This is an optimization exercise on Yosys and OpenROAD, whose aim is small area, a short achievable clock period and few clock cycles, not a production implementation. In this exercise RTL edits were held to simulation tests only and were not proved equivalent to the original.

<file path="design/flow/config.mk">
export PLATFORM = sky130hd
export DESIGN_NAME = exu
export DESIGN_NICKNAME = exu
export VERILOG_FILES = /design/flow/design.v
export SDC_FILE = /design/flow/constraint.sdc
export NUM_CORES = 4
export LEC_CHECK = 0
export ABC_CLOCK_PERIOD_IN_PS = 5000
export CAP_MARGIN = 30
export CORE_MARGIN = 2
export CORE_UTILIZATION = 45
export SETUP_SLACK_MARGIN = 4
export SLEW_MARGIN = 30
export TNS_END_PERCENT = 10
</file>
<file path="design/flow/constraint.sdc">
create_clock -name core_clock -period 10.0 [get_ports {clk}]
set_input_delay 2.0000 -clock core_clock [delete_from_list [all_inputs] [get_ports {clk}]]
set_output_delay 2.0000 -clock core_clock [all_outputs]
set_load 0.01 [all_outputs]
</file>
<file path="design/flow/design.v">
module exu(
	input wire clk,
	input wire rstn,
	input wire [19:0] ex_sig,
	input wire [31:0] ex_src1,
	input wire [31:0] ex_src2,
	input wire ex_out_valid,
	output reg [31:0] ex_result,
	output wire [2:0] ex_exception,
	output reg ex_in_valid
	);
	assign ex_exception = 3'd0;
	reg st_mul, st_fa1, st_fa2, st_dneg, st_dnorm, st_diter, st_dfix,
	    st_x0, st_lm1, st_lm2;
	wire idle = ~(st_mul | st_fa1 | st_fa2 | st_dneg | st_dnorm | st_diter |
	              st_dfix | st_x0 | st_lm1 | st_lm2);
	reg ph_sq, ph_m1;      
	reg [32:0] MA;         
	reg [31:0] A, B, Q;
	reg [32:0] P;
	reg [12:0] X;
	reg [7:0] EY0, EY1;
	reg SY, SWP, F1, FSUB, SGL;
	reg [4:0] cnt;
	reg sA, sB;
	reg o_fdiv, o_div, o_rem, o_sdiv;
	reg SIGX, SIGD;
	reg [4:0] osel;        
	reg os_cmp, os_sg, R0;
	wire [31:0] i1 = ex_src1;
	wire [31:0] i2 = ex_src2;
	wire eq31 = i1[30:0] == i2[30:0];
	wire lt31 = i1[30:0] < i2[30:0];
	wire gt31 = ~lt31 & ~eq31;
	wire feq = eq31 & (i1[31] == i2[31]);
	wire flt = (i1[31] & ~i2[31]) | (~i1[31] & ~i2[31] & lt31) | (i1[31] & i2[31] & gt31);
	wire flt_r = (i2[31] & ~i1[31]) | (~i2[31] & ~i1[31] & gt31) | (i2[31] & i1[31] & lt31);
	wire fle = ~flt_r;
	wire cmp_bit = (ex_sig[12] & feq) | (ex_sig[13] & flt) | (ex_sig[14] & fle) |
	               (ex_sig[15] & i2[31]) | (ex_sig[16] & ~i2[31]);
	wire is_cmp = |ex_sig[16:12];
	wire is_imul = |ex_sig[3:0];
	wire is_div = |ex_sig[7:4];
	wire is_fadd = ex_sig[8] | ex_sig[9];
	wire [8:0] ed = {1'b0, i1[30:23]} - {1'b0, i2[30:23]};
	wire [7:0] sm_i = ed[8] ? (i2[30:23] - i1[30:23]) : ed[7:0];
	wire fa_sy = gt31 ? i1[31] : (i2[31] ^ ex_sig[9]);
	wire [32:0] ma = MA;
	wire last = cnt == 5'd0;
	wire sd = last & sB & Q[7];
	wire [40:0] t;
	mstep mstep_u (.ma(ma), .d({sd, Q[7:0]}), .P(P), .t(t));
	wire [22:0] mymux = P[23] ? P[22:0] : {P[21:0], Q[31]};
	wire [31:0] dmin = A;
	wire [32:0] dsub = {1'b0, dmin} - {1'b0, Q};
	wire dge = ~dsub[32];
	wire [32:0] dsubh = {1'b0, dmin} - {2'b0, Q[31:1]};
	wire [33:0] c3a = {2'b0, dmin}, c3b = ~{2'b0, Q}, c3c = ~{3'b0, Q[31:1]};
	wire [33:0] c3s = c3a ^ c3b ^ c3c;
	wire [33:0] c3c2 = {(c3a[32:0] & c3b[32:0]) | (c3a[32:0] & c3c[32:0]) | (c3b[32:0] & c3c[32:0]), 1'b1};
	wire [33:0] dsub3 = c3s + c3c2 + 34'd1;
	wire dge2 = dge ? ~dsub3[33] : ~dsubh[32];
	wire [31:0] dr1 = dge ? dsub[31:0] : dmin;
	wire [31:0] dr2 = SGL ? dr1 : (dge ? (dge2 ? dsub3[31:0] : dsub[31:0]) : (dge2 ? dsubh[31:0] : dmin));
	wire [31:0] dq2 = SGL ? {1'b0, Q[31:1]} : {2'b0, Q[31:2]};
	wire [31:0] negA = ~A + 32'd1;
	wire [31:0] negB = ~B + 32'd1;
	function [5:0] clz32(input [31:0] v);
		integer k;
		begin
			clz32 = 6'd32;
			for (k = 0; k < 32; k = k + 1)
				if (v[k]) clz32 = 6'd31 - k[5:0];
		end
	endfunction
	wire [5:0] clzA = clz32(A);
	wire [5:0] clzB = clz32(B);
	wire [6:0] nsh = {1'b0, clzB} - {1'b0, clzA};
	wire [31:0] Bsh = B << nsh[4:0];
	wire [7:0] SM = EY0;
	wire [22:0] m1a = SWP ? B[22:0] : A[22:0];
	wire [22:0] m2a = SWP ? A[22:0] : B[22:0];
	wire [7:0] e1a = SWP ? B[30:23] : A[30:23];
	wire pm = A[31] ^ B[31] ^ FSUB;
	wire flag1 = (SM[7:1] == 7'd0) & pm;
	wire [24:0] m2b = {1'b1, m2a, 1'b0} >> SM;
	wire [25:0] mya2 = {2'b01, m1a, 1'b0} + ({1'b0, m2b} ^ {26{pm}}) + {25'd0, pm};
	wire [22:0] my2 = mya2[25] ? mya2[24:2] : (mya2[24] ? mya2[23:1] : mya2[22:0]);
		wire [7:0] ey2 = mya2[25] ? e1a + 8'd1 : (mya2[24] ? e1a : ((|e1a) ? e1a - 8'd1 : 8'd0));
	wire [24:0] m2c = SM[0] ? {2'b01, m2a} : {1'b1, m2a, 1'b0};
	wire [24:0] m1c = {1'b1, m1a, 1'b0} - m2c;
	function [4:0] lzc25(input [24:0] v);
		integer k;
		begin
			lzc25 = 5'd25;
			for (k = 0; k < 25; k = k + 1)
				if (v[k]) lzc25 = 5'd24 - k[4:0];
		end
	endfunction
	wire [4:0] lz = lzc25(m1c);
	wire [24:0] m1s = m1c << lz;
	wire [8:0] ey1a = {1'b0, e1a} - {4'd0, lz};
	wire [7:0] ey1 = (ey1a[8] | ~|m1c) ? 8'd0 : ey1a[7:0];
	wire [31:0] fa_res = flag1 ? {SY, ey1, m1s[23:1]} : {SY, ey2, my2};
	wire [7:0] xe = o_fdiv ? P[30:23] : A[30:23];
	wire fzero = o_fdiv ? (P[30:23] == 8'd0) : 1'b0;
	wire mzero = ~o_fdiv & ((A[30:0] == 31'd0) | (B[30:0] == 31'd0));
	wire [9:0] D0 = mzero ? 10'h381 :
	                {2'b0, xe} + (o_fdiv ? ~{2'b0, B[30:23]} : {2'b0, B[30:23]}) + (o_fdiv ? 10'd127 : 10'h381);
	wire [9:0] D1 = D0 + 10'd1;
	wire [7:0] ey0_n = (D0[9] | fzero) ? 8'd0 : D0[7:0];
	wire [7:0] ey1_n = (D1[9] | fzero) ? 8'd0 : D1[7:0];
	wire [22:0] mix2 = {X[10:0], 12'd0} - mymux;
	always @(posedge clk) begin
		if (~rstn) begin
			{st_mul, st_fa1, st_fa2, st_dneg, st_dnorm, st_diter, st_dfix, st_x0, st_lm1, st_lm2} <= 10'd0;
			ex_in_valid <= 1'b0;
		end else begin
			ex_in_valid <= 1'b0;
			if (idle & ex_out_valid) begin
				A <= ex_sig[11] ? 32'd8385537 + {22'd0, ex_src2[22:13]} - {9'd0, ex_src2[22:13], 13'd0} : ex_src1;
				B <= ex_src2;
				sA <= ex_sig[1] | ex_sig[2];
				sB <= ex_sig[1];
				MA <= ex_sig[10] ? {10'd1, ex_src1[22:0]} : {(ex_sig[1] | ex_sig[2]) & ex_src1[31], ex_src1};
				ph_sq <= 1'b0;
				ph_m1 <= 1'b0;
				o_fdiv <= ex_sig[11];
				o_div <= ex_sig[4] | ex_sig[5];
				o_rem <= ex_sig[6] | ex_sig[7];
				o_sdiv <= ex_sig[4] | ex_sig[6];
				SIGX <= ex_src1[31];
				SIGD <= ex_src2[31];
				FSUB <= ex_sig[9];
				SY <= is_fadd ? fa_sy : (ex_src1[31] ^ ex_src2[31]);
				SWP <= lt31;
				EY0 <= sm_i;
				R0 <= cmp_bit;
				P <= ex_sig[11] ? {1'b0, ex_src1} : 33'd0;
				Q <= ex_sig[10] ? {8'd0, 1'b1, ex_src2[22:0]} :
				     ex_sig[11] ? {9'd0, 1'b1, ex_src2[22:13], 1'b1, 11'd0} : ex_src2;
				X <= 13'd1;
				cnt <= ex_sig[10] ? 5'd2 : ex_sig[11] ? 5'd5 : 5'd3;
				SGL <= 1'b0;
				os_cmp <= |ex_sig[14:12];
				os_sg <= ex_sig[15] | ex_sig[16];
				osel <= {ex_sig[10] | ex_sig[11], ex_sig[4] | ex_sig[5], ex_sig[6] | ex_sig[7], ex_sig[0], ~(ex_sig[0] | is_div | ex_sig[10] | ex_sig[11] | is_cmp)};
				ex_in_valid <= is_cmp;
				st_mul <= is_imul | ex_sig[10];
				st_fa1 <= is_fadd;
				st_dneg <= is_div & (ex_sig[4] | ex_sig[6]) & (ex_src1[31] | ex_src2[31]);
				st_dnorm <= is_div & ~((ex_sig[4] | ex_sig[6]) & (ex_src1[31] | ex_src2[31]));
				st_x0 <= ex_sig[11];
			end
			if (st_mul) begin
				P <= t[40:8];
				Q <= {t[7:0], Q[31:8]};
				if (~o_fdiv) EY0 <= ey0_n;
				if (~o_fdiv) EY1 <= ey1_n;
				cnt <= cnt - 5'd1;
				if (last) begin
					st_mul <= 1'b0;
					if (ph_sq) st_lm1 <= 1'b1;
					else if (ph_m1) st_lm2 <= 1'b1;
					else ex_in_valid <= 1'b1;
				end
			end
			if (st_fa1) begin
				P <= {1'b0, fa_res};
				st_fa1 <= 1'b0;
				ex_in_valid <= 1'b1;
			end
			if (st_dneg) begin
				if (o_sdiv & A[31]) A <= negA;
				if (o_sdiv & B[31]) B <= negB;
				st_dneg <= 1'b0;
				st_dnorm <= 1'b1;
			end
			if (st_dnorm) begin
				st_dnorm <= 1'b0;
				if (B == 32'd0) begin
					B <= 32'hffffffff;
					if (o_sdiv & ((o_div & (SIGX ^ SIGD)) | (o_rem & SIGX)))
						st_dfix <= 1'b1;
					else
						ex_in_valid <= 1'b1;
				end else if (nsh[6]) begin
					B <= 32'd0;
					if (o_sdiv & o_rem & SIGX)
						st_dfix <= 1'b1;
					else
						ex_in_valid <= 1'b1;
				end else begin
					Q <= Bsh;
					B <= 32'd0;
					cnt <= {1'b0, nsh[4:1]};
					SGL <= ~nsh[0];
					st_diter <= 1'b1;
				end
			end
			if (st_diter) begin
				A <= dr2;
				B <= SGL ? {B[30:0], dge} : {B[29:0], dge, dge2};
				Q <= dq2;
				SGL <= 1'b0;
				cnt <= cnt - 5'd1;
				if (last) begin
					st_diter <= 1'b0;
					if ((o_sdiv & o_div & (SIGX ^ SIGD)) | (o_sdiv & o_rem & SIGX))
						st_dfix <= 1'b1;
					else
						ex_in_valid <= 1'b1;
				end
			end
			if (st_dfix) begin
				if (o_sdiv & o_div & (SIGX ^ SIGD)) B <= negB;
				if (o_sdiv & o_rem & SIGX) A <= negA;
				st_dfix <= 1'b0;
				ex_in_valid <= 1'b1;
			end
			if (st_x0) begin
				A <= dr2;
				X <= SGL ? {X[11:0], dge} : {X[10:0], dge, dge2};
				Q <= dq2;
				SGL <= 1'b0;
				EY0 <= ey0_n;
				EY1 <= ey1_n;
				cnt <= cnt - 5'd1;
				if (last) begin
					A <= P[31:0];
					P <= 33'd0;
					Q <= {16'd0, X[10:0], dge, dge2, 3'd0};
					cnt <= 5'd1;
					st_x0 <= 1'b0;
					st_mul <= 1'b1;
					MA <= {9'd0, X[10:0], dge, dge2, 11'd0};
					ph_sq <= 1'b1;
				end
			end
			if (st_lm1) begin
				P <= 33'd0;
				Q <= {8'd0, 1'b1, mymux};
				cnt <= 5'd2;
				MA <= {10'd1, B[22:0]};
				ph_sq <= 1'b0;
				ph_m1 <= 1'b1;
				st_lm1 <= 1'b0;
				st_mul <= 1'b1;
			end
			if (st_lm2) begin
				P <= 33'd0;
				Q <= {8'd0, 1'b1, mix2};
				cnt <= 5'd2;
				MA <= {10'd1, A[22:0]};
				ph_m1 <= 1'b0;
				st_lm2 <= 1'b0;
				st_mul <= 1'b1;
			end
		end
	end
	wire [31:0] fpack = {SY, P[23] ? EY1 : EY0, mymux};
	always @(*) begin
		ex_result = ({32{osel[0]}} & P[31:0]) |
		            ({32{osel[1]}} & Q) |
		            ({32{osel[2]}} & A) |
		            ({32{osel[3]}} & B) |
		            ({32{osel[4]}} & fpack) |
		            {os_sg & R0, {31{os_sg}} & A[30:0]} |
		            {31'd0, os_cmp & R0};
	end
endmodule
module mstep(input [32:0] ma, input [8:0] d, input [32:0] P, output [40:0] t);
wire one0 = d[0] ^ 1'b0;
wire two0 = (d[1] & ~d[0] & ~1'b0) | (~d[1] & d[0] & 1'b0);
wire neg0 = d[1];
wire pp0_0 = ((one0 & ma[0]) | (two0 & 1'b0)) ^ neg0;
wire pp0_1 = ((one0 & ma[1]) | (two0 & ma[0])) ^ neg0;
wire pp0_2 = ((one0 & ma[2]) | (two0 & ma[1])) ^ neg0;
wire pp0_3 = ((one0 & ma[3]) | (two0 & ma[2])) ^ neg0;
wire pp0_4 = ((one0 & ma[4]) | (two0 & ma[3])) ^ neg0;
wire pp0_5 = ((one0 & ma[5]) | (two0 & ma[4])) ^ neg0;
wire pp0_6 = ((one0 & ma[6]) | (two0 & ma[5])) ^ neg0;
wire pp0_7 = ((one0 & ma[7]) | (two0 & ma[6])) ^ neg0;
wire pp0_8 = ((one0 & ma[8]) | (two0 & ma[7])) ^ neg0;
wire pp0_9 = ((one0 & ma[9]) | (two0 & ma[8])) ^ neg0;
wire pp0_10 = ((one0 & ma[10]) | (two0 & ma[9])) ^ neg0;
wire pp0_11 = ((one0 & ma[11]) | (two0 & ma[10])) ^ neg0;
wire pp0_12 = ((one0 & ma[12]) | (two0 & ma[11])) ^ neg0;
wire pp0_13 = ((one0 & ma[13]) | (two0 & ma[12])) ^ neg0;
wire pp0_14 = ((one0 & ma[14]) | (two0 & ma[13])) ^ neg0;
wire pp0_15 = ((one0 & ma[15]) | (two0 & ma[14])) ^ neg0;
wire pp0_16 = ((one0 & ma[16]) | (two0 & ma[15])) ^ neg0;
wire pp0_17 = ((one0 & ma[17]) | (two0 & ma[16])) ^ neg0;
wire pp0_18 = ((one0 & ma[18]) | (two0 & ma[17])) ^ neg0;
wire pp0_19 = ((one0 & ma[19]) | (two0 & ma[18])) ^ neg0;
wire pp0_20 = ((one0 & ma[20]) | (two0 & ma[19])) ^ neg0;
wire pp0_21 = ((one0 & ma[21]) | (two0 & ma[20])) ^ neg0;
wire pp0_22 = ((one0 & ma[22]) | (two0 & ma[21])) ^ neg0;
wire pp0_23 = ((one0 & ma[23]) | (two0 & ma[22])) ^ neg0;
wire pp0_24 = ((one0 & ma[24]) | (two0 & ma[23])) ^ neg0;
wire pp0_25 = ((one0 & ma[25]) | (two0 & ma[24])) ^ neg0;
wire pp0_26 = ((one0 & ma[26]) | (two0 & ma[25])) ^ neg0;
wire pp0_27 = ((one0 & ma[27]) | (two0 & ma[26])) ^ neg0;
wire pp0_28 = ((one0 & ma[28]) | (two0 & ma[27])) ^ neg0;
wire pp0_29 = ((one0 & ma[29]) | (two0 & ma[28])) ^ neg0;
wire pp0_30 = ((one0 & ma[30]) | (two0 & ma[29])) ^ neg0;
wire pp0_31 = ((one0 & ma[31]) | (two0 & ma[30])) ^ neg0;
wire pp0_32 = ((one0 & ma[32]) | (two0 & ma[31])) ^ neg0;
wire pp0_33 = ((one0 & ma[32]) | (two0 & ma[32])) ^ neg0;
wire npp0_33 = ~pp0_33;
wire one1 = d[2] ^ d[1];
wire two1 = (d[3] & ~d[2] & ~d[1]) | (~d[3] & d[2] & d[1]);
wire neg1 = d[3];
wire pp1_0 = ((one1 & ma[0]) | (two1 & 1'b0)) ^ neg1;
wire pp1_1 = ((one1 & ma[1]) | (two1 & ma[0])) ^ neg1;
wire pp1_2 = ((one1 & ma[2]) | (two1 & ma[1])) ^ neg1;
wire pp1_3 = ((one1 & ma[3]) | (two1 & ma[2])) ^ neg1;
wire pp1_4 = ((one1 & ma[4]) | (two1 & ma[3])) ^ neg1;
wire pp1_5 = ((one1 & ma[5]) | (two1 & ma[4])) ^ neg1;
wire pp1_6 = ((one1 & ma[6]) | (two1 & ma[5])) ^ neg1;
wire pp1_7 = ((one1 & ma[7]) | (two1 & ma[6])) ^ neg1;
wire pp1_8 = ((one1 & ma[8]) | (two1 & ma[7])) ^ neg1;
wire pp1_9 = ((one1 & ma[9]) | (two1 & ma[8])) ^ neg1;
wire pp1_10 = ((one1 & ma[10]) | (two1 & ma[9])) ^ neg1;
wire pp1_11 = ((one1 & ma[11]) | (two1 & ma[10])) ^ neg1;
wire pp1_12 = ((one1 & ma[12]) | (two1 & ma[11])) ^ neg1;
wire pp1_13 = ((one1 & ma[13]) | (two1 & ma[12])) ^ neg1;
wire pp1_14 = ((one1 & ma[14]) | (two1 & ma[13])) ^ neg1;
wire pp1_15 = ((one1 & ma[15]) | (two1 & ma[14])) ^ neg1;
wire pp1_16 = ((one1 & ma[16]) | (two1 & ma[15])) ^ neg1;
wire pp1_17 = ((one1 & ma[17]) | (two1 & ma[16])) ^ neg1;
wire pp1_18 = ((one1 & ma[18]) | (two1 & ma[17])) ^ neg1;
wire pp1_19 = ((one1 & ma[19]) | (two1 & ma[18])) ^ neg1;
wire pp1_20 = ((one1 & ma[20]) | (two1 & ma[19])) ^ neg1;
wire pp1_21 = ((one1 & ma[21]) | (two1 & ma[20])) ^ neg1;
wire pp1_22 = ((one1 & ma[22]) | (two1 & ma[21])) ^ neg1;
wire pp1_23 = ((one1 & ma[23]) | (two1 & ma[22])) ^ neg1;
wire pp1_24 = ((one1 & ma[24]) | (two1 & ma[23])) ^ neg1;
wire pp1_25 = ((one1 & ma[25]) | (two1 & ma[24])) ^ neg1;
wire pp1_26 = ((one1 & ma[26]) | (two1 & ma[25])) ^ neg1;
wire pp1_27 = ((one1 & ma[27]) | (two1 & ma[26])) ^ neg1;
wire pp1_28 = ((one1 & ma[28]) | (two1 & ma[27])) ^ neg1;
wire pp1_29 = ((one1 & ma[29]) | (two1 & ma[28])) ^ neg1;
wire pp1_30 = ((one1 & ma[30]) | (two1 & ma[29])) ^ neg1;
wire pp1_31 = ((one1 & ma[31]) | (two1 & ma[30])) ^ neg1;
wire pp1_32 = ((one1 & ma[32]) | (two1 & ma[31])) ^ neg1;
wire pp1_33 = ((one1 & ma[32]) | (two1 & ma[32])) ^ neg1;
wire npp1_33 = ~pp1_33;
wire one2 = d[4] ^ d[3];
wire two2 = (d[5] & ~d[4] & ~d[3]) | (~d[5] & d[4] & d[3]);
wire neg2 = d[5];
wire pp2_0 = ((one2 & ma[0]) | (two2 & 1'b0)) ^ neg2;
wire pp2_1 = ((one2 & ma[1]) | (two2 & ma[0])) ^ neg2;
wire pp2_2 = ((one2 & ma[2]) | (two2 & ma[1])) ^ neg2;
wire pp2_3 = ((one2 & ma[3]) | (two2 & ma[2])) ^ neg2;
wire pp2_4 = ((one2 & ma[4]) | (two2 & ma[3])) ^ neg2;
wire pp2_5 = ((one2 & ma[5]) | (two2 & ma[4])) ^ neg2;
wire pp2_6 = ((one2 & ma[6]) | (two2 & ma[5])) ^ neg2;
wire pp2_7 = ((one2 & ma[7]) | (two2 & ma[6])) ^ neg2;
wire pp2_8 = ((one2 & ma[8]) | (two2 & ma[7])) ^ neg2;
wire pp2_9 = ((one2 & ma[9]) | (two2 & ma[8])) ^ neg2;
wire pp2_10 = ((one2 & ma[10]) | (two2 & ma[9])) ^ neg2;
wire pp2_11 = ((one2 & ma[11]) | (two2 & ma[10])) ^ neg2;
wire pp2_12 = ((one2 & ma[12]) | (two2 & ma[11])) ^ neg2;
wire pp2_13 = ((one2 & ma[13]) | (two2 & ma[12])) ^ neg2;
wire pp2_14 = ((one2 & ma[14]) | (two2 & ma[13])) ^ neg2;
wire pp2_15 = ((one2 & ma[15]) | (two2 & ma[14])) ^ neg2;
wire pp2_16 = ((one2 & ma[16]) | (two2 & ma[15])) ^ neg2;
wire pp2_17 = ((one2 & ma[17]) | (two2 & ma[16])) ^ neg2;
wire pp2_18 = ((one2 & ma[18]) | (two2 & ma[17])) ^ neg2;
wire pp2_19 = ((one2 & ma[19]) | (two2 & ma[18])) ^ neg2;
wire pp2_20 = ((one2 & ma[20]) | (two2 & ma[19])) ^ neg2;
wire pp2_21 = ((one2 & ma[21]) | (two2 & ma[20])) ^ neg2;
wire pp2_22 = ((one2 & ma[22]) | (two2 & ma[21])) ^ neg2;
wire pp2_23 = ((one2 & ma[23]) | (two2 & ma[22])) ^ neg2;
wire pp2_24 = ((one2 & ma[24]) | (two2 & ma[23])) ^ neg2;
wire pp2_25 = ((one2 & ma[25]) | (two2 & ma[24])) ^ neg2;
wire pp2_26 = ((one2 & ma[26]) | (two2 & ma[25])) ^ neg2;
wire pp2_27 = ((one2 & ma[27]) | (two2 & ma[26])) ^ neg2;
wire pp2_28 = ((one2 & ma[28]) | (two2 & ma[27])) ^ neg2;
wire pp2_29 = ((one2 & ma[29]) | (two2 & ma[28])) ^ neg2;
wire pp2_30 = ((one2 & ma[30]) | (two2 & ma[29])) ^ neg2;
wire pp2_31 = ((one2 & ma[31]) | (two2 & ma[30])) ^ neg2;
wire pp2_32 = ((one2 & ma[32]) | (two2 & ma[31])) ^ neg2;
wire pp2_33 = ((one2 & ma[32]) | (two2 & ma[32])) ^ neg2;
wire npp2_33 = ~pp2_33;
wire one3 = d[6] ^ d[5];
wire two3 = (d[7] & ~d[6] & ~d[5]) | (~d[7] & d[6] & d[5]);
wire neg3 = d[7];
wire pp3_0 = ((one3 & ma[0]) | (two3 & 1'b0)) ^ neg3;
wire pp3_1 = ((one3 & ma[1]) | (two3 & ma[0])) ^ neg3;
wire pp3_2 = ((one3 & ma[2]) | (two3 & ma[1])) ^ neg3;
wire pp3_3 = ((one3 & ma[3]) | (two3 & ma[2])) ^ neg3;
wire pp3_4 = ((one3 & ma[4]) | (two3 & ma[3])) ^ neg3;
wire pp3_5 = ((one3 & ma[5]) | (two3 & ma[4])) ^ neg3;
wire pp3_6 = ((one3 & ma[6]) | (two3 & ma[5])) ^ neg3;
wire pp3_7 = ((one3 & ma[7]) | (two3 & ma[6])) ^ neg3;
wire pp3_8 = ((one3 & ma[8]) | (two3 & ma[7])) ^ neg3;
wire pp3_9 = ((one3 & ma[9]) | (two3 & ma[8])) ^ neg3;
wire pp3_10 = ((one3 & ma[10]) | (two3 & ma[9])) ^ neg3;
wire pp3_11 = ((one3 & ma[11]) | (two3 & ma[10])) ^ neg3;
wire pp3_12 = ((one3 & ma[12]) | (two3 & ma[11])) ^ neg3;
wire pp3_13 = ((one3 & ma[13]) | (two3 & ma[12])) ^ neg3;
wire pp3_14 = ((one3 & ma[14]) | (two3 & ma[13])) ^ neg3;
wire pp3_15 = ((one3 & ma[15]) | (two3 & ma[14])) ^ neg3;
wire pp3_16 = ((one3 & ma[16]) | (two3 & ma[15])) ^ neg3;
wire pp3_17 = ((one3 & ma[17]) | (two3 & ma[16])) ^ neg3;
wire pp3_18 = ((one3 & ma[18]) | (two3 & ma[17])) ^ neg3;
wire pp3_19 = ((one3 & ma[19]) | (two3 & ma[18])) ^ neg3;
wire pp3_20 = ((one3 & ma[20]) | (two3 & ma[19])) ^ neg3;
wire pp3_21 = ((one3 & ma[21]) | (two3 & ma[20])) ^ neg3;
wire pp3_22 = ((one3 & ma[22]) | (two3 & ma[21])) ^ neg3;
wire pp3_23 = ((one3 & ma[23]) | (two3 & ma[22])) ^ neg3;
wire pp3_24 = ((one3 & ma[24]) | (two3 & ma[23])) ^ neg3;
wire pp3_25 = ((one3 & ma[25]) | (two3 & ma[24])) ^ neg3;
wire pp3_26 = ((one3 & ma[26]) | (two3 & ma[25])) ^ neg3;
wire pp3_27 = ((one3 & ma[27]) | (two3 & ma[26])) ^ neg3;
wire pp3_28 = ((one3 & ma[28]) | (two3 & ma[27])) ^ neg3;
wire pp3_29 = ((one3 & ma[29]) | (two3 & ma[28])) ^ neg3;
wire pp3_30 = ((one3 & ma[30]) | (two3 & ma[29])) ^ neg3;
wire pp3_31 = ((one3 & ma[31]) | (two3 & ma[30])) ^ neg3;
wire pp3_32 = ((one3 & ma[32]) | (two3 & ma[31])) ^ neg3;
wire pp3_33 = ((one3 & ma[32]) | (two3 & ma[32])) ^ neg3;
wire npp3_33 = ~pp3_33;
wire u = d[7] & ~d[8];
wire ur_0 = u & ma[0];
wire ur_1 = u & ma[1];
wire ur_2 = u & ma[2];
wire ur_3 = u & ma[3];
wire ur_4 = u & ma[4];
wire ur_5 = u & ma[5];
wire ur_6 = u & ma[6];
wire ur_7 = u & ma[7];
wire ur_8 = u & ma[8];
wire ur_9 = u & ma[9];
wire ur_10 = u & ma[10];
wire ur_11 = u & ma[11];
wire ur_12 = u & ma[12];
wire ur_13 = u & ma[13];
wire ur_14 = u & ma[14];
wire ur_15 = u & ma[15];
wire ur_16 = u & ma[16];
wire ur_17 = u & ma[17];
wire ur_18 = u & ma[18];
wire ur_19 = u & ma[19];
wire ur_20 = u & ma[20];
wire ur_21 = u & ma[21];
wire ur_22 = u & ma[22];
wire ur_23 = u & ma[23];
wire ur_24 = u & ma[24];
wire ur_25 = u & ma[25];
wire ur_26 = u & ma[26];
wire ur_27 = u & ma[27];
wire ur_28 = u & ma[28];
wire ur_29 = u & ma[29];
wire ur_30 = u & ma[30];
wire ur_31 = u & ma[31];
wire nur_32 = ~(u & ma[32]);
wire nP32 = ~P[32];
wire r1 = pp0_32 ^ pp1_30;
wire r2 = pp0_32 & pp1_30;
wire r3 = pp0_4 ^ pp1_2;
wire r4 = pp0_4 & pp1_2;
wire r5 = pp0_5 ^ pp1_3;
wire r6 = pp0_5 & pp1_3;
wire r7 = pp0_6 ^ pp1_4 ^ pp2_2;
wire r8 = (pp0_6 & pp1_4) | (pp0_6 & pp2_2) | (pp1_4 & pp2_2);
wire r9 = pp3_0 ^ neg3;
wire r10 = pp3_0 & neg3;
wire r11 = pp0_7 ^ pp1_5 ^ pp2_3;
wire r12 = (pp0_7 & pp1_5) | (pp0_7 & pp2_3) | (pp1_5 & pp2_3);
wire r13 = pp3_1 ^ P[7];
wire r14 = pp3_1 & P[7];
wire r15 = pp0_8 ^ pp1_6 ^ pp2_4;
wire r16 = (pp0_8 & pp1_6) | (pp0_8 & pp2_4) | (pp1_6 & pp2_4);
wire r17 = pp3_2 ^ ur_0 ^ P[8];
wire r18 = (pp3_2 & ur_0) | (pp3_2 & P[8]) | (ur_0 & P[8]);
wire r19 = pp0_9 ^ pp1_7 ^ pp2_5;
wire r20 = (pp0_9 & pp1_7) | (pp0_9 & pp2_5) | (pp1_7 & pp2_5);
wire r21 = pp3_3 ^ ur_1 ^ P[9];
wire r22 = (pp3_3 & ur_1) | (pp3_3 & P[9]) | (ur_1 & P[9]);
wire r23 = pp0_10 ^ pp1_8 ^ pp2_6;
wire r24 = (pp0_10 & pp1_8) | (pp0_10 & pp2_6) | (pp1_8 & pp2_6);
wire r25 = pp3_4 ^ ur_2 ^ P[10];
wire r26 = (pp3_4 & ur_2) | (pp3_4 & P[10]) | (ur_2 & P[10]);
wire r27 = pp0_11 ^ pp1_9 ^ pp2_7;
wire r28 = (pp0_11 & pp1_9) | (pp0_11 & pp2_7) | (pp1_9 & pp2_7);
wire r29 = pp3_5 ^ ur_3 ^ P[11];
wire r30 = (pp3_5 & ur_3) | (pp3_5 & P[11]) | (ur_3 & P[11]);
wire r31 = pp0_12 ^ pp1_10 ^ pp2_8;
wire r32 = (pp0_12 & pp1_10) | (pp0_12 & pp2_8) | (pp1_10 & pp2_8);
wire r33 = pp3_6 ^ ur_4 ^ P[12];
wire r34 = (pp3_6 & ur_4) | (pp3_6 & P[12]) | (ur_4 & P[12]);
wire r35 = pp0_13 ^ pp1_11 ^ pp2_9;
wire r36 = (pp0_13 & pp1_11) | (pp0_13 & pp2_9) | (pp1_11 & pp2_9);
wire r37 = pp3_7 ^ ur_5 ^ P[13];
wire r38 = (pp3_7 & ur_5) | (pp3_7 & P[13]) | (ur_5 & P[13]);
wire r39 = pp0_14 ^ pp1_12 ^ pp2_10;
wire r40 = (pp0_14 & pp1_12) | (pp0_14 & pp2_10) | (pp1_12 & pp2_10);
wire r41 = pp3_8 ^ ur_6 ^ P[14];
wire r42 = (pp3_8 & ur_6) | (pp3_8 & P[14]) | (ur_6 & P[14]);
wire r43 = pp0_15 ^ pp1_13 ^ pp2_11;
wire r44 = (pp0_15 & pp1_13) | (pp0_15 & pp2_11) | (pp1_13 & pp2_11);
wire r45 = pp3_9 ^ ur_7 ^ P[15];
wire r46 = (pp3_9 & ur_7) | (pp3_9 & P[15]) | (ur_7 & P[15]);
wire r47 = pp0_16 ^ pp1_14 ^ pp2_12;
wire r48 = (pp0_16 & pp1_14) | (pp0_16 & pp2_12) | (pp1_14 & pp2_12);
wire r49 = pp3_10 ^ ur_8 ^ P[16];
wire r50 = (pp3_10 & ur_8) | (pp3_10 & P[16]) | (ur_8 & P[16]);
wire r51 = pp0_17 ^ pp1_15 ^ pp2_13;
wire r52 = (pp0_17 & pp1_15) | (pp0_17 & pp2_13) | (pp1_15 & pp2_13);
wire r53 = pp3_11 ^ ur_9 ^ P[17];
wire r54 = (pp3_11 & ur_9) | (pp3_11 & P[17]) | (ur_9 & P[17]);
wire r55 = pp0_18 ^ pp1_16 ^ pp2_14;
wire r56 = (pp0_18 & pp1_16) | (pp0_18 & pp2_14) | (pp1_16 & pp2_14);
wire r57 = pp3_12 ^ ur_10 ^ P[18];
wire r58 = (pp3_12 & ur_10) | (pp3_12 & P[18]) | (ur_10 & P[18]);
wire r59 = pp0_19 ^ pp1_17 ^ pp2_15;
wire r60 = (pp0_19 & pp1_17) | (pp0_19 & pp2_15) | (pp1_17 & pp2_15);
wire r61 = pp3_13 ^ ur_11 ^ P[19];
wire r62 = (pp3_13 & ur_11) | (pp3_13 & P[19]) | (ur_11 & P[19]);
wire r63 = pp0_20 ^ pp1_18 ^ pp2_16;
wire r64 = (pp0_20 & pp1_18) | (pp0_20 & pp2_16) | (pp1_18 & pp2_16);
wire r65 = pp3_14 ^ ur_12 ^ P[20];
wire r66 = (pp3_14 & ur_12) | (pp3_14 & P[20]) | (ur_12 & P[20]);
wire r67 = pp0_21 ^ pp1_19 ^ pp2_17;
wire r68 = (pp0_21 & pp1_19) | (pp0_21 & pp2_17) | (pp1_19 & pp2_17);
wire r69 = pp3_15 ^ ur_13 ^ P[21];
wire r70 = (pp3_15 & ur_13) | (pp3_15 & P[21]) | (ur_13 & P[21]);
wire r71 = pp0_22 ^ pp1_20 ^ pp2_18;
wire r72 = (pp0_22 & pp1_20) | (pp0_22 & pp2_18) | (pp1_20 & pp2_18);
wire r73 = pp3_16 ^ ur_14 ^ P[22];
wire r74 = (pp3_16 & ur_14) | (pp3_16 & P[22]) | (ur_14 & P[22]);
wire r75 = pp0_23 ^ pp1_21 ^ pp2_19;
wire r76 = (pp0_23 & pp1_21) | (pp0_23 & pp2_19) | (pp1_21 & pp2_19);
wire r77 = pp3_17 ^ ur_15 ^ P[23];
wire r78 = (pp3_17 & ur_15) | (pp3_17 & P[23]) | (ur_15 & P[23]);
wire r79 = pp0_24 ^ pp1_22 ^ pp2_20;
wire r80 = (pp0_24 & pp1_22) | (pp0_24 & pp2_20) | (pp1_22 & pp2_20);
wire r81 = pp3_18 ^ ur_16 ^ P[24];
wire r82 = (pp3_18 & ur_16) | (pp3_18 & P[24]) | (ur_16 & P[24]);
wire r83 = pp0_25 ^ pp1_23 ^ pp2_21;
wire r84 = (pp0_25 & pp1_23) | (pp0_25 & pp2_21) | (pp1_23 & pp2_21);
wire r85 = pp3_19 ^ ur_17 ^ P[25];
wire r86 = (pp3_19 & ur_17) | (pp3_19 & P[25]) | (ur_17 & P[25]);
wire r87 = pp0_26 ^ pp1_24 ^ pp2_22;
wire r88 = (pp0_26 & pp1_24) | (pp0_26 & pp2_22) | (pp1_24 & pp2_22);
wire r89 = pp3_20 ^ ur_18 ^ P[26];
wire r90 = (pp3_20 & ur_18) | (pp3_20 & P[26]) | (ur_18 & P[26]);
wire r91 = pp0_27 ^ pp1_25 ^ pp2_23;
wire r92 = (pp0_27 & pp1_25) | (pp0_27 & pp2_23) | (pp1_25 & pp2_23);
wire r93 = pp3_21 ^ ur_19 ^ P[27];
wire r94 = (pp3_21 & ur_19) | (pp3_21 & P[27]) | (ur_19 & P[27]);
wire r95 = pp0_28 ^ pp1_26 ^ pp2_24;
wire r96 = (pp0_28 & pp1_26) | (pp0_28 & pp2_24) | (pp1_26 & pp2_24);
wire r97 = pp3_22 ^ ur_20 ^ P[28];
wire r98 = (pp3_22 & ur_20) | (pp3_22 & P[28]) | (ur_20 & P[28]);
wire r99 = pp0_29 ^ pp1_27 ^ pp2_25;
wire r100 = (pp0_29 & pp1_27) | (pp0_29 & pp2_25) | (pp1_27 & pp2_25);
wire r101 = pp3_23 ^ ur_21 ^ P[29];
wire r102 = (pp3_23 & ur_21) | (pp3_23 & P[29]) | (ur_21 & P[29]);
wire r103 = pp0_30 ^ pp1_28 ^ pp2_26;
wire r104 = (pp0_30 & pp1_28) | (pp0_30 & pp2_26) | (pp1_28 & pp2_26);
wire r105 = pp3_24 ^ ur_22 ^ P[30];
wire r106 = (pp3_24 & ur_22) | (pp3_24 & P[30]) | (ur_22 & P[30]);
wire r107 = pp0_31 ^ pp1_29 ^ pp2_27;
wire r108 = (pp0_31 & pp1_29) | (pp0_31 & pp2_27) | (pp1_29 & pp2_27);
wire r109 = pp3_25 ^ ur_23 ^ P[31];
wire r110 = (pp3_25 & ur_23) | (pp3_25 & P[31]) | (ur_23 & P[31]);
wire r111 = r1 ^ pp2_28 ^ pp3_26;
wire r112 = (r1 & pp2_28) | (r1 & pp3_26) | (pp2_28 & pp3_26);
wire r113 = ur_24 ^ nP32 ^ 1'b1;
wire r114 = (ur_24 & nP32) | (ur_24 & 1'b1) | (nP32 & 1'b1);
wire r115 = r2 ^ npp0_33 ^ pp1_31;
wire r116 = (r2 & npp0_33) | (r2 & pp1_31) | (npp0_33 & pp1_31);
wire r117 = pp2_29 ^ pp3_27 ^ ur_25;
wire r118 = (pp2_29 & pp3_27) | (pp2_29 & ur_25) | (pp3_27 & ur_25);
wire r119 = pp1_32 ^ pp2_30 ^ pp3_28;
wire r120 = (pp1_32 & pp2_30) | (pp1_32 & pp3_28) | (pp2_30 & pp3_28);
wire r121 = ur_26 ^ 1'b1;
wire r122 = ur_26 & 1'b1;
wire r123 = npp1_33 ^ pp2_31 ^ pp3_29;
wire r124 = (npp1_33 & pp2_31) | (npp1_33 & pp3_29) | (pp2_31 & pp3_29);
wire r125 = pp2_32 ^ pp3_30;
wire r126 = pp2_32 & pp3_30;
wire r127 = pp0_2 ^ pp1_0;
wire r128 = pp0_2 & pp1_0;
wire r129 = pp0_3 ^ pp1_1;
wire r130 = pp0_3 & pp1_1;
wire r131 = r3 ^ pp2_0 ^ neg2;
wire r132 = (r3 & pp2_0) | (r3 & neg2) | (pp2_0 & neg2);
wire r133 = r4 ^ r5 ^ pp2_1;
wire r134 = (r4 & r5) | (r4 & pp2_1) | (r5 & pp2_1);
wire r135 = r6 ^ r7 ^ r9;
wire r136 = (r6 & r7) | (r6 & r9) | (r7 & r9);
wire r137 = r8 ^ r10 ^ r11;
wire r138 = (r8 & r10) | (r8 & r11) | (r10 & r11);
wire r139 = r12 ^ r14 ^ r15;
wire r140 = (r12 & r14) | (r12 & r15) | (r14 & r15);
wire r141 = r16 ^ r18 ^ r19;
wire r142 = (r16 & r18) | (r16 & r19) | (r18 & r19);
wire r143 = r20 ^ r22 ^ r23;
wire r144 = (r20 & r22) | (r20 & r23) | (r22 & r23);
wire r145 = r24 ^ r26 ^ r27;
wire r146 = (r24 & r26) | (r24 & r27) | (r26 & r27);
wire r147 = r28 ^ r30 ^ r31;
wire r148 = (r28 & r30) | (r28 & r31) | (r30 & r31);
wire r149 = r32 ^ r34 ^ r35;
wire r150 = (r32 & r34) | (r32 & r35) | (r34 & r35);
wire r151 = r36 ^ r38 ^ r39;
wire r152 = (r36 & r38) | (r36 & r39) | (r38 & r39);
wire r153 = r40 ^ r42 ^ r43;
wire r154 = (r40 & r42) | (r40 & r43) | (r42 & r43);
wire r155 = r44 ^ r46 ^ r47;
wire r156 = (r44 & r46) | (r44 & r47) | (r46 & r47);
wire r157 = r48 ^ r50 ^ r51;
wire r158 = (r48 & r50) | (r48 & r51) | (r50 & r51);
wire r159 = r52 ^ r54 ^ r55;
wire r160 = (r52 & r54) | (r52 & r55) | (r54 & r55);
wire r161 = r56 ^ r58 ^ r59;
wire r162 = (r56 & r58) | (r56 & r59) | (r58 & r59);
wire r163 = r60 ^ r62 ^ r63;
wire r164 = (r60 & r62) | (r60 & r63) | (r62 & r63);
wire r165 = r64 ^ r66 ^ r67;
wire r166 = (r64 & r66) | (r64 & r67) | (r66 & r67);
wire r167 = r68 ^ r70 ^ r71;
wire r168 = (r68 & r70) | (r68 & r71) | (r70 & r71);
wire r169 = r72 ^ r74 ^ r75;
wire r170 = (r72 & r74) | (r72 & r75) | (r74 & r75);
wire r171 = r76 ^ r78 ^ r79;
wire r172 = (r76 & r78) | (r76 & r79) | (r78 & r79);
wire r173 = r80 ^ r82 ^ r83;
wire r174 = (r80 & r82) | (r80 & r83) | (r82 & r83);
wire r175 = r84 ^ r86 ^ r87;
wire r176 = (r84 & r86) | (r84 & r87) | (r86 & r87);
wire r177 = r88 ^ r90 ^ r91;
wire r178 = (r88 & r90) | (r88 & r91) | (r90 & r91);
wire r179 = r92 ^ r94 ^ r95;
wire r180 = (r92 & r94) | (r92 & r95) | (r94 & r95);
wire r181 = r96 ^ r98 ^ r99;
wire r182 = (r96 & r98) | (r96 & r99) | (r98 & r99);
wire r183 = r100 ^ r102 ^ r103;
wire r184 = (r100 & r102) | (r100 & r103) | (r102 & r103);
wire r185 = r104 ^ r106 ^ r107;
wire r186 = (r104 & r106) | (r104 & r107) | (r106 & r107);
wire r187 = r108 ^ r110 ^ r111;
wire r188 = (r108 & r110) | (r108 & r111) | (r110 & r111);
wire r189 = r112 ^ r114 ^ r115;
wire r190 = (r112 & r114) | (r112 & r115) | (r114 & r115);
wire r191 = r116 ^ r118 ^ r119;
wire r192 = (r116 & r118) | (r116 & r119) | (r118 & r119);
wire r193 = r120 ^ r122 ^ r123;
wire r194 = (r120 & r122) | (r120 & r123) | (r122 & r123);
wire r195 = r124 ^ r125 ^ ur_28;
wire r196 = (r124 & r125) | (r124 & ur_28) | (r125 & ur_28);
wire r197 = r126 ^ npp2_33 ^ pp3_31;
wire r198 = (r126 & npp2_33) | (r126 & pp3_31) | (npp2_33 & pp3_31);
wire r199 = pp3_32 ^ ur_30;
wire r200 = pp3_32 & ur_30;
wire r201 = pp0_0 ^ neg0;
wire r202 = pp0_0 & neg0;
wire r203 = pp0_1 ^ P[1];
wire r204 = pp0_1 & P[1];
wire r205 = r127 ^ neg1 ^ P[2];
wire r206 = (r127 & neg1) | (r127 & P[2]) | (neg1 & P[2]);
wire r207 = r128 ^ r129 ^ P[3];
wire r208 = (r128 & r129) | (r128 & P[3]) | (r129 & P[3]);
wire r209 = r130 ^ r131 ^ P[4];
wire r210 = (r130 & r131) | (r130 & P[4]) | (r131 & P[4]);
wire r211 = r132 ^ r133 ^ P[5];
wire r212 = (r132 & r133) | (r132 & P[5]) | (r133 & P[5]);
wire r213 = r134 ^ r135 ^ P[6];
wire r214 = (r134 & r135) | (r134 & P[6]) | (r135 & P[6]);
wire r215 = r136 ^ r137 ^ r13;
wire r216 = (r136 & r137) | (r136 & r13) | (r137 & r13);
wire r217 = r138 ^ r139 ^ r17;
wire r218 = (r138 & r139) | (r138 & r17) | (r139 & r17);
wire r219 = r140 ^ r141 ^ r21;
wire r220 = (r140 & r141) | (r140 & r21) | (r141 & r21);
wire r221 = r142 ^ r143 ^ r25;
wire r222 = (r142 & r143) | (r142 & r25) | (r143 & r25);
wire r223 = r144 ^ r145 ^ r29;
wire r224 = (r144 & r145) | (r144 & r29) | (r145 & r29);
wire r225 = r146 ^ r147 ^ r33;
wire r226 = (r146 & r147) | (r146 & r33) | (r147 & r33);
wire r227 = r148 ^ r149 ^ r37;
wire r228 = (r148 & r149) | (r148 & r37) | (r149 & r37);
wire r229 = r150 ^ r151 ^ r41;
wire r230 = (r150 & r151) | (r150 & r41) | (r151 & r41);
wire r231 = r152 ^ r153 ^ r45;
wire r232 = (r152 & r153) | (r152 & r45) | (r153 & r45);
wire r233 = r154 ^ r155 ^ r49;
wire r234 = (r154 & r155) | (r154 & r49) | (r155 & r49);
wire r235 = r156 ^ r157 ^ r53;
wire r236 = (r156 & r157) | (r156 & r53) | (r157 & r53);
wire r237 = r158 ^ r159 ^ r57;
wire r238 = (r158 & r159) | (r158 & r57) | (r159 & r57);
wire r239 = r160 ^ r161 ^ r61;
wire r240 = (r160 & r161) | (r160 & r61) | (r161 & r61);
wire r241 = r162 ^ r163 ^ r65;
wire r242 = (r162 & r163) | (r162 & r65) | (r163 & r65);
wire r243 = r164 ^ r165 ^ r69;
wire r244 = (r164 & r165) | (r164 & r69) | (r165 & r69);
wire r245 = r166 ^ r167 ^ r73;
wire r246 = (r166 & r167) | (r166 & r73) | (r167 & r73);
wire r247 = r168 ^ r169 ^ r77;
wire r248 = (r168 & r169) | (r168 & r77) | (r169 & r77);
wire r249 = r170 ^ r171 ^ r81;
wire r250 = (r170 & r171) | (r170 & r81) | (r171 & r81);
wire r251 = r172 ^ r173 ^ r85;
wire r252 = (r172 & r173) | (r172 & r85) | (r173 & r85);
wire r253 = r174 ^ r175 ^ r89;
wire r254 = (r174 & r175) | (r174 & r89) | (r175 & r89);
wire r255 = r176 ^ r177 ^ r93;
wire r256 = (r176 & r177) | (r176 & r93) | (r177 & r93);
wire r257 = r178 ^ r179 ^ r97;
wire r258 = (r178 & r179) | (r178 & r97) | (r179 & r97);
wire r259 = r180 ^ r181 ^ r101;
wire r260 = (r180 & r181) | (r180 & r101) | (r181 & r101);
wire r261 = r182 ^ r183 ^ r105;
wire r262 = (r182 & r183) | (r182 & r105) | (r183 & r105);
wire r263 = r184 ^ r185 ^ r109;
wire r264 = (r184 & r185) | (r184 & r109) | (r185 & r109);
wire r265 = r186 ^ r187 ^ r113;
wire r266 = (r186 & r187) | (r186 & r113) | (r187 & r113);
wire r267 = r188 ^ r189 ^ r117;
wire r268 = (r188 & r189) | (r188 & r117) | (r189 & r117);
wire r269 = r190 ^ r191 ^ r121;
wire r270 = (r190 & r191) | (r190 & r121) | (r191 & r121);
wire r271 = r192 ^ r193 ^ ur_27;
wire r272 = (r192 & r193) | (r192 & ur_27) | (r193 & ur_27);
wire r273 = r194 ^ r195 ^ 1'b1;
wire r274 = (r194 & r195) | (r194 & 1'b1) | (r195 & 1'b1);
wire r275 = r196 ^ r197 ^ ur_29;
wire r276 = (r196 & r197) | (r196 & ur_29) | (r197 & ur_29);
wire r277 = r198 ^ r199 ^ 1'b1;
wire r278 = (r198 & r199) | (r198 & 1'b1) | (r199 & 1'b1);
wire r279 = r200 ^ npp3_33 ^ ur_31;
wire r280 = (r200 & npp3_33) | (r200 & ur_31) | (npp3_33 & ur_31);
wire [40:0] sx = {r280,r278,r276,r274,r272,r270,r268,r266,r264,r262,r260,r258,r256,r254,r252,r250,r248,r246,r244,r242,r240,r238,r236,r234,r232,r230,r228,r226,r224,r222,r220,r218,r216,r214,r212,r210,r208,r206,r204,r202,r201};
wire [40:0] sy = {nur_32,r279,r277,r275,r273,r271,r269,r267,r265,r263,r261,r259,r257,r255,r253,r251,r249,r247,r245,r243,r241,r239,r237,r235,r233,r231,r229,r227,r225,r223,r221,r219,r217,r215,r213,r211,r209,r207,r205,r203,P[0]};
assign t = sx + sy;
endmodule
</file>
<file path="design/flow/run.sh">
#!/bin/bash
# synth_recipe.tcl (not shown) runs the flow's synth.tcl, then flattens the netlist and writes it again
# the make line also repeats each setting of config.mk as NAME=value (left out here)
make -C /OpenROAD-flow-scripts/flow DESIGN_CONFIG=/design/flow/config.mk WORK_HOME=/design/flow/orfs CLKGATE_MAP_FILE= SYNTH_SCRIPT=/design/flow/synth_recipe.tcl finish
</file>
==> flow_summary.toml, run 1 <==
[status]
status = "no timing/DRC/antenna violations"

[logic_synthesis]
sequential_element_share_of_the_synthesized_area = 0.1460
synth_cell_types = 113
synth_flop_cell = "sky130_fd_sc_hd__edfxtp_1"
syn-instance-count = 5970
synthesis.yosys.warnings = 1
syn_area_per_cell_sq_um = 7.569
synth-seq-cells = 223
yosys.area.top_type = "sky130_fd_sc_hd__edfxtp_1"
postSynth.asyncResetShare = 0
synth-edff-count = 213
mapped_area_sq_um = 45190
synth_top_cells_by_count = "sky130_fd_sc_hd__nand2_1 (577), sky130_fd_sc_hd__a21oi_1 (563), sky130_fd_sc_hd__inv_1 (419)"
synth_top_area_frac = 0.1416
post_synth_main_area_contributors = "sky130_fd_sc_hd__edfxtp_1 (14%), sky130_fd_sc_hd__ha_1 (8.5%), sky130_fd_sc_hd__fa_1 (7.4%)"
synth.most_common_cell = "sky130_fd_sc_hd__nand2_1"

[route]
final_antenna_net_count = 0
drt-vias-per-instance = 7.001
drc_errors = 0
totalWireLength_microns = 252300
via_count = 51750
wl_per_cell_microns = 34.14
drtIter0Drc = 8378
drt-pass1-iter-count = 10

[floorplanning]
floorplan.io_pins = 123
rows = 116
effective_utilization_at_floorplan = 0.4525
die_width_microns = 320.9
core-area_sq_um = 99860
design.die.area_sq_um = 103000
dieHeight_microns = 320.9

[global_route]
grt_max_degree = 97
overflow = 0
antenna_found_initial = 27
grtUsageTotal = 0.4692
number_of_global_route_vias_before_repair = 46260
global_route_wire_length_before_repair_microns = 348900

[setup_path]
path_max_fanout = 30
max_stage_delay_ns = 0.57
number_of_cells_on_the_worst_reg_to_reg_path = 24
cp.arrival_ns = 6.52
critical_path.cell_chain = "buf_6 > mux4_2 > inv_2 > ha_2 > a22o_4 > or4_4 > o211ai_1 > a21boi_2 > nor3_4 > o31ai_4 > nor2_2 > buf_6 > inv_1 > buf_12 > fa_2 > a21o_1 > a21oi_2 > nor2b_1 > nor3_2 > nand3_2 > o311ai_1 > o21ai_0 > a31oi_1 > nor3_1"
regToRegStartpoint = "A[8]$_DFFE_PP_"
timing.critical_path.from_type = "register"
critical-path-top-cell-by-count = "sky130_fd_sc_hd__buf_6"
timing.setup.critical_path_class = "reg2reg"
worst-endpoint-required_ns = 10.33
type_of_destination_of_the_critical_path = "register"
endpoint_of_the_worst_register_to_register_path = "P[23]$_SDFFCE_PP0P_"
worst_setup_path_startpoint = "A[8]$_DFFE_PP_"
critical-path-slowest-cell = "sky130_fd_sc_hd__edfxtp_1"
ff2ff_setup_slack_ns = 3.81

[layout]
nNetsFinal = 6610
syn_to_final_growth_pct = 17.55
fill_cells = 9653
final_util = 0.5319
total_area_of_sequential_cells_sq_um = 6608
multiInputGateArea_sq_um = 37110
post_route_cells_drive_above_1_share = 0.1493

[timing]
fraction_of_the_cycle_the_final_worst_path_needs = 0.6192
max_clock_freq_ghz = 0.1615
worst_slew_pin_slew_ns = 1.069
period_minus_slack_ns = 6.192
slew_viol_final = 0
setup_repair_after_global_routing_missed_its_margin = "yes"
timing.slew.headroom = 0.2825
finalSetupViolCount = 0
skew_ns = 0.05217
tns_ns = 0
report.final.hold_viol_count = 0

[worst_hold_path]
whs_endpoint = "st_lm2$_SDFF_PP0_"
hold_depth = 1
holdCritPathClass = "reg2reg"
min_from = "ph_sq$_SDFFCE_PP0P_"

[clock_tree]
clk_path_buf_depth = 3
cts_root_buf = "sky130_fd_sc_hd__clkbuf_16"
tritoncts = "done"
h-tree-depth = 2
worstSkewPairLatency_ns = 0.64
cts_num_sinks = 223
tritoncts.num_buffers = 34
cts.clk_slew.worst_paths_ns = 0.06

[placement]
hpwl_microns = 187400
place.gp.congestion = 1.050
io_buffer_count = 116

[job]
maxCapViolations = 0
-- critical path: cells and delay by family, from the launching register on --
family	cells	cell delay, ns
AO/OA/AOI/OAI	9	1.90
adder cells (fa/ha/maj)	2	0.69
buffers and inverters	5	0.69
flip-flops	1	0.57
multiplexers	1	0.51
AND/OR/NAND/NOR	7	1.51
-- area by class of cell --
cell class,count,area share
Timing Repair Buffer,499,0.09272
Clock inverter,18,0.003863
Multi-Input combinational cell,4865,0.6987
Inverter,426,0.03138
Clock buffer,43,0.01743
Antenna cell,18,0.0008480
Sequential cell,223,0.1244
Timing Repair inverter,1,0.0001178
Tap cell,1298,0.03058
-- routing by layer --
metal,up-vias,global-route usage,routed length [microns],share of wire
met5,-,0.004255,357,0.0014
met4,28,0.2938,19540,0.077
met3,845,0.1467,36310,0.14
met2,3943,0.6420,98180,0.39
met1,24880,0.6348,97940,0.39
li1,22050,-,-,-
-- cells in the final DEF (no fill, tap or decap), types with 27 or more instances in the layout --
cell type                         instances
sky130_fd_sc_hd__a211oi_1               152
sky130_fd_sc_hd__a21o_1                 119
sky130_fd_sc_hd__a21oi_1                517
sky130_fd_sc_hd__a21oi_2                 43
sky130_fd_sc_hd__a221oi_1                27
sky130_fd_sc_hd__a222oi_1                31
sky130_fd_sc_hd__a22oi_1                127
sky130_fd_sc_hd__a31oi_1                 69
sky130_fd_sc_hd__and2_1                  59
sky130_fd_sc_hd__and3_1                  37
sky130_fd_sc_hd__buf_12                  29
sky130_fd_sc_hd__buf_4                  298
sky130_fd_sc_hd__buf_6                   29
sky130_fd_sc_hd__clkbuf_16               39
sky130_fd_sc_hd__clkdlybuf4s50_1        113
sky130_fd_sc_hd__edfxtp_1               213
sky130_fd_sc_hd__fa_1                   161
sky130_fd_sc_hd__ha_1                   271
sky130_fd_sc_hd__inv_1                  396
sky130_fd_sc_hd__mux2_2                  37
sky130_fd_sc_hd__mux2i_1                184
sky130_fd_sc_hd__mux4_2                  31
sky130_fd_sc_hd__nand2_1                570
sky130_fd_sc_hd__nand2b_1                54
sky130_fd_sc_hd__nand3_1                113
sky130_fd_sc_hd__nand4_1                 30
sky130_fd_sc_hd__nor2_1                 386
sky130_fd_sc_hd__nor2b_1                 57
sky130_fd_sc_hd__nor3_1                 148
sky130_fd_sc_hd__o211ai_1               100
sky130_fd_sc_hd__o21a_1                  44
sky130_fd_sc_hd__o21ai_0                339
sky130_fd_sc_hd__o21bai_1                42
sky130_fd_sc_hd__o22ai_1                 49
sky130_fd_sc_hd__o31ai_1                 27
sky130_fd_sc_hd__or3_1                   31
sky130_fd_sc_hd__xnor2_1                300
sky130_fd_sc_hd__xor2_1                  80
-- per-stage QoR --
step           setup WS, ns  hold slack, ns  area [sq um]  instances
3_3_place_gp          2.395          0.4841         47660       7102
3_5_place_dp          2.327          0.4861         47720       7104
6_report              3.808          0.5010         53120       7391
5_1_grt               3.674          0.5301         53070       7373
2_1_floorplan         3.968          0.4557         45330       5972
4_1_cts               3.913          0.4943         51670       7311
-- flip-flops by register name, indices dropped and copies added, names as in the netlist, 5 cells and up --
| name | cells |
|---|---|
| Q | 32 |
| MA | 33 |
| P | 33 |
| B | 32 |
| cnt | 5 |
| X | 11 |
| EY0 | 8 |
| osel | 5 |
| A | 32 |
| EY1 | 8 |
-- worst max-delay path by stage --
stage	to	slack (ns)
global placement	P[29]$_SDFFCE_PP0P_	2.39
floorplan	P[24]$_SDFFCE_PP0P_	3.97
CTS	A[22]$_DFFE_PP_	3.91
finish	P[23]$_SDFFCE_PP0P_	3.81
global route	P[27]$_SDFFCE_PP0P_	3.67
detailed placement	P[29]$_SDFFCE_PP0P_	2.33
-- timing repair --
item                                    CTS  global route
setup buffers                           133            58
pin swaps                                92           112
hold buffers                              0             0
gates cloned                             13             4
gates resized for setup                 281           190
endpoints found under the setup margin  106            92
-- cell families (layout without fill, tap and decap cells) --
family	Yosys count	count (layout)	synth area share
other	1	21	0.00008299
flip-flops	223	223	0.1460
adder cells (fa/ha/maj)	473	473	0.1586
buffers and inverters	885	987	0.07662
AND/OR/NAND/NOR	1646	1647	0.1705
multiplexers	262	262	0.06792
AO/OA/AOI/OAI	2076	2076	0.3020
XOR/XNOR	404	404	0.07831
Testbench counts, summed over its fixed seeds: cycles 122,462.
==> run 2, diff against run 1 <==
--- a/design/flow/config.mk
+++ b/design/flow/config.mk
@@ -11,4 +11,4 @@
 export CORE_UTILIZATION = 45
 export SETUP_SLACK_MARGIN = 4
 export SLEW_MARGIN = 30
-export TNS_END_PERCENT = 10
+export TNS_END_PERCENT = 0
==> run 2 against run 1 <==
Core utilization shrank 0.38 points. Final cell count decreased by 0.35%. Routed wire length shrank 0.37%. Sequential share of layout area grew 0.090 points. Critical path type unchanged. Maximum frequency is 0.50% lower. Area after synthesis stayed put. Largest cell class unchanged. Clock skew rose by 0.0049 ns. Still clean on timing, DRC and antenna.
==> flow_summary.toml, run 2 <==
[route]
totalWireLength_microns = 251400
drt-vias-per-instance = 6.995
drtIter0Drc = 8227
final_antenna_net_count = 0
via_count = 51520
drt-pass1-iter-count = 7
wl_per_cell_microns = 34.13
drc_errors = 0

[clock_tree]
tritoncts.num_buffers = 34
cts.clk_slew.worst_paths_ns = 0.06
tritoncts = "done"
cts_root_buf = "sky130_fd_sc_hd__clkbuf_16"
h-tree-depth = 2
worstSkewPairLatency_ns = 0.64
clk_path_buf_depth = 3
cts_num_sinks = 223

[layout]
syn_to_final_growth_pct = 16.70
fill_cells = 9680
layout_top_registers = "MA (33), P (33)"
final_util = 0.5281
total_area_of_sequential_cells_sq_um = 6608
multiInputGateArea_sq_um = 37010
nNetsFinal = 6584
layout.cells.most_common_list = "sky130_fd_sc_hd__nand2_1 (569), sky130_fd_sc_hd__a21oi_1 (523), sky130_fd_sc_hd__inv_1 (401)"
final_common_cell = "sky130_fd_sc_hd__nand2_1"
post_route_cells_drive_above_1_share = 0.1420

[setup_path]
path_max_fanout = 30
worst-endpoint-required_ns = 10.33
cp.arrival_ns = 6.55
timing.setup.critical_path_class = "reg2reg"
timing.critical_path.from_type = "register"
type_of_destination_of_the_critical_path = "register"

[timing]
skew_ns = 0.05703
fraction_of_the_cycle_the_final_worst_path_needs = 0.6223
period_minus_slack_ns = 6.223
finalSetupViolCount = 0
worst_slew_pin_slew_ns = 1.159
setup_repair_after_global_routing_missed_its_margin = "yes"
report.final.hold_viol_count = 0
final.setup.worst_slack_ns = 3.777
tns_ns = 0
slew_viol_final = 0
timing.slew.headroom = 0.2219
max_clock_freq_ghz = 0.1607

[floorplanning]
effective_utilization_at_floorplan = 0.4525
dieHeight_microns = 320.9
core-area_sq_um = 99860
design.die.area_sq_um = 103000
rows = 116
floorplan.io_pins = 123
die_width_microns = 320.9

[logic_synthesis]
adder_cell_share_of_the_synthesized_area = 0.1586
syn_area_per_cell_sq_um = 7.569
synth.most_common_cell = "sky130_fd_sc_hd__nand2_1"
synth_top_cells_by_count = "sky130_fd_sc_hd__nand2_1 (577), sky130_fd_sc_hd__a21oi_1 (563), sky130_fd_sc_hd__inv_1 (419)"
synth-edff-count = 213
synth.mux.area_fraction = 0.06792
synth_xor_area_frac = 0.07831
dominant_combinational_cell_family_by_area_after_synthesis = "compound AO/OA/AOI/OAI gates"
synth_top_area_frac = 0.1416
post_synth_and_or_nand_nor_area_fraction = 0.1705
synthesis.yosys.warnings = 1
post_synth_main_area_contributors = "sky130_fd_sc_hd__edfxtp_1 (14%), sky130_fd_sc_hd__ha_1 (8.5%), sky130_fd_sc_hd__fa_1 (7.4%)"
synth-seq-cells = 223
mapped_area_sq_um = 45190
yosys.area.top_type = "sky130_fd_sc_hd__edfxtp_1"
synth_flop_cell = "sky130_fd_sc_hd__edfxtp_1"
sequential_element_share_of_the_synthesized_area = 0.1460
synth-compound-area-share = 0.3020
syn-instance-count = 5970
postSynth.asyncResetShare = 0
synth_cell_types = 113

[placement]
placement.setup.worst_slack_ns = 2.327
hpwl_microns = 187400
io_buffer_count = 116
place.gp.congestion = 1.050

[global_route]
number_of_global_route_vias_before_repair = 46150
grt_max_degree = 97
antenna_found_initial = 27
overflow = 0
grtUsageTotal = 0.4684
global_route_wire_length_before_repair_microns = 348000

[worst_hold_path]
holdCritPathClass = "reg2reg"

[status]
status = "no timing/DRC/antenna violations"

[job]
maxCapViolations = 0
run 2: cell counts after synthesis:
No cell type changed its count.
run 2: cell type report:
type                    count  share of cell area
multi-input cells        4865              0.7019
flip-flops and latches    223              0.1253
repair buffers            473             0.08784
inverters                 426             0.03172
well taps                1298             0.03080
clock buffers              43             0.01756
clock inverters            18            0.003891
diodes                     18           0.0008542
repair inverters            1           0.0001186
run 2: cell families (layout without fill, tap and decap cells):
logic type / count (synthesis) / in the layout
AO/OA/AOI/OAI: 2076 / 2076
AND/OR/NAND/NOR: 1646 / 1647
buffers and inverters: 885 / 961
adder cells (fa/ha/maj): 473 / 473
XOR/XNOR: 404 / 404
multiplexers: 262 / 262
flip-flops: 223 / 223
other: 1 / 21
run 2: metal layers:
| layer | up-vias | GRT usage | wire, microns |
|---|---|---|---|
| met4 | 24 | 0.2929 | 19210 |
| met2 | 3846 | 0.6414 | 97760 |
| li1 | 21970 | - | - |
| met1 | 24870 | 0.6327 | 98920 |
| met5 | - | 0.007565 | 223 |
| met3 | 800 | 0.1473 | 35270 |
run 2: worst paths after layout:
path	start	endpoint	slack (ns)	depth (start not counted)
worst max-delay path	A[16]$_DFFE_PP_	P[30]$_SDFFCE_PP0P_	3.78	24
worst min register to register	ph_sq$_SDFFCE_PP0P_	st_lm2$_SDFF_PP0_	0.51	1
worst min-delay path	ph_sq$_SDFFCE_PP0P_	st_lm2$_SDFF_PP0_	0.51	1
worst max register to register	A[16]$_DFFE_PP_	P[30]$_SDFFCE_PP0P_	3.78	24
run 2: critical path, stage by stage, from the launching register on:
cell	delay, ns
sky130_fd_sc_hd__edfxtp_1	0.37
sky130_fd_sc_hd__buf_4	0.14
sky130_fd_sc_hd__clkinvlp_4	0.34
sky130_fd_sc_hd__o21ai_1	0.57
sky130_fd_sc_hd__ha_1	0.42
sky130_fd_sc_hd__a21o_1	0.23
sky130_fd_sc_hd__a211oi_1	0.43
sky130_fd_sc_hd__o31a_1	0.30
sky130_fd_sc_hd__a21oi_4	0.11
sky130_fd_sc_hd__and4_4	0.22
sky130_fd_sc_hd__o31ai_4	0.38
sky130_fd_sc_hd__nor2_2	0.10
sky130_fd_sc_hd__buf_6	0.15
sky130_fd_sc_hd__inv_1	0.08
sky130_fd_sc_hd__buf_8	0.24
sky130_fd_sc_hd__ha_1	0.28
sky130_fd_sc_hd__a21o_1	0.18
sky130_fd_sc_hd__a21o_1	0.19
sky130_fd_sc_hd__a21o_1	0.19
sky130_fd_sc_hd__a21oi_2	0.19
sky130_fd_sc_hd__nand2_1	0.09
sky130_fd_sc_hd__xor2_1	0.15
sky130_fd_sc_hd__a22oi_1	0.22
sky130_fd_sc_hd__o211a_1	0.22
sky130_fd_sc_hd__nor3_1	0.07
run 2: through the flow:
stage / cells / hold WS, ns / instance area (sq um)
detailed placement: 7104 / 0.4861 / 47720
CTS: 7301 / 0.4943 / 51510
global placement: 7102 / 0.4841 / 47660
finish: 7365 / 0.5057 / 52730
floorplan: 5972 / 0.4557 / 45330
global route: 7349 / 0.5301 / 52690
run 2: timing repair:
item	CTS	global route
resized for setup	266	167
hold buffers	0	0
pin swaps	77	100
setup buffers	124	43
endpoints found under the setup margin	106	91
hold endpoints to repair	0	0
gates cloned	12	3

-- what the ideal ports hide --
How much do the figures lean on ideal ports? The routed layouts below were timed once more, with nothing changed but the port constraints. Step 1 assumes that a clkbuf_16 drives the clock port and a buf_2 every other input. Step 2 moves the port delays by t, midway between the first and last clock arrival at a register: inputs arrive t later, outputs are due t later. That takes back most of the time a late clock gives input paths. a / b / c = ideal ports / drivers / drivers and shift; a / b = the first two.
run	t, ns	slack for setup (ns)	hold slack, ns	pins driven straight from the clock port
run 1	0.678	3.808 / 3.808 / 3.573	0.501 / 0.501 / 0.501	1
run 2	0.680	3.777 / 3.777 / 3.588	0.506 / 0.506 / 0.506	1
After both steps setup and hold are still met in every run listed. The setup slack of run 1, which loses most, moves by 0.000 ns with the drivers and by -0.235 ns with both steps.
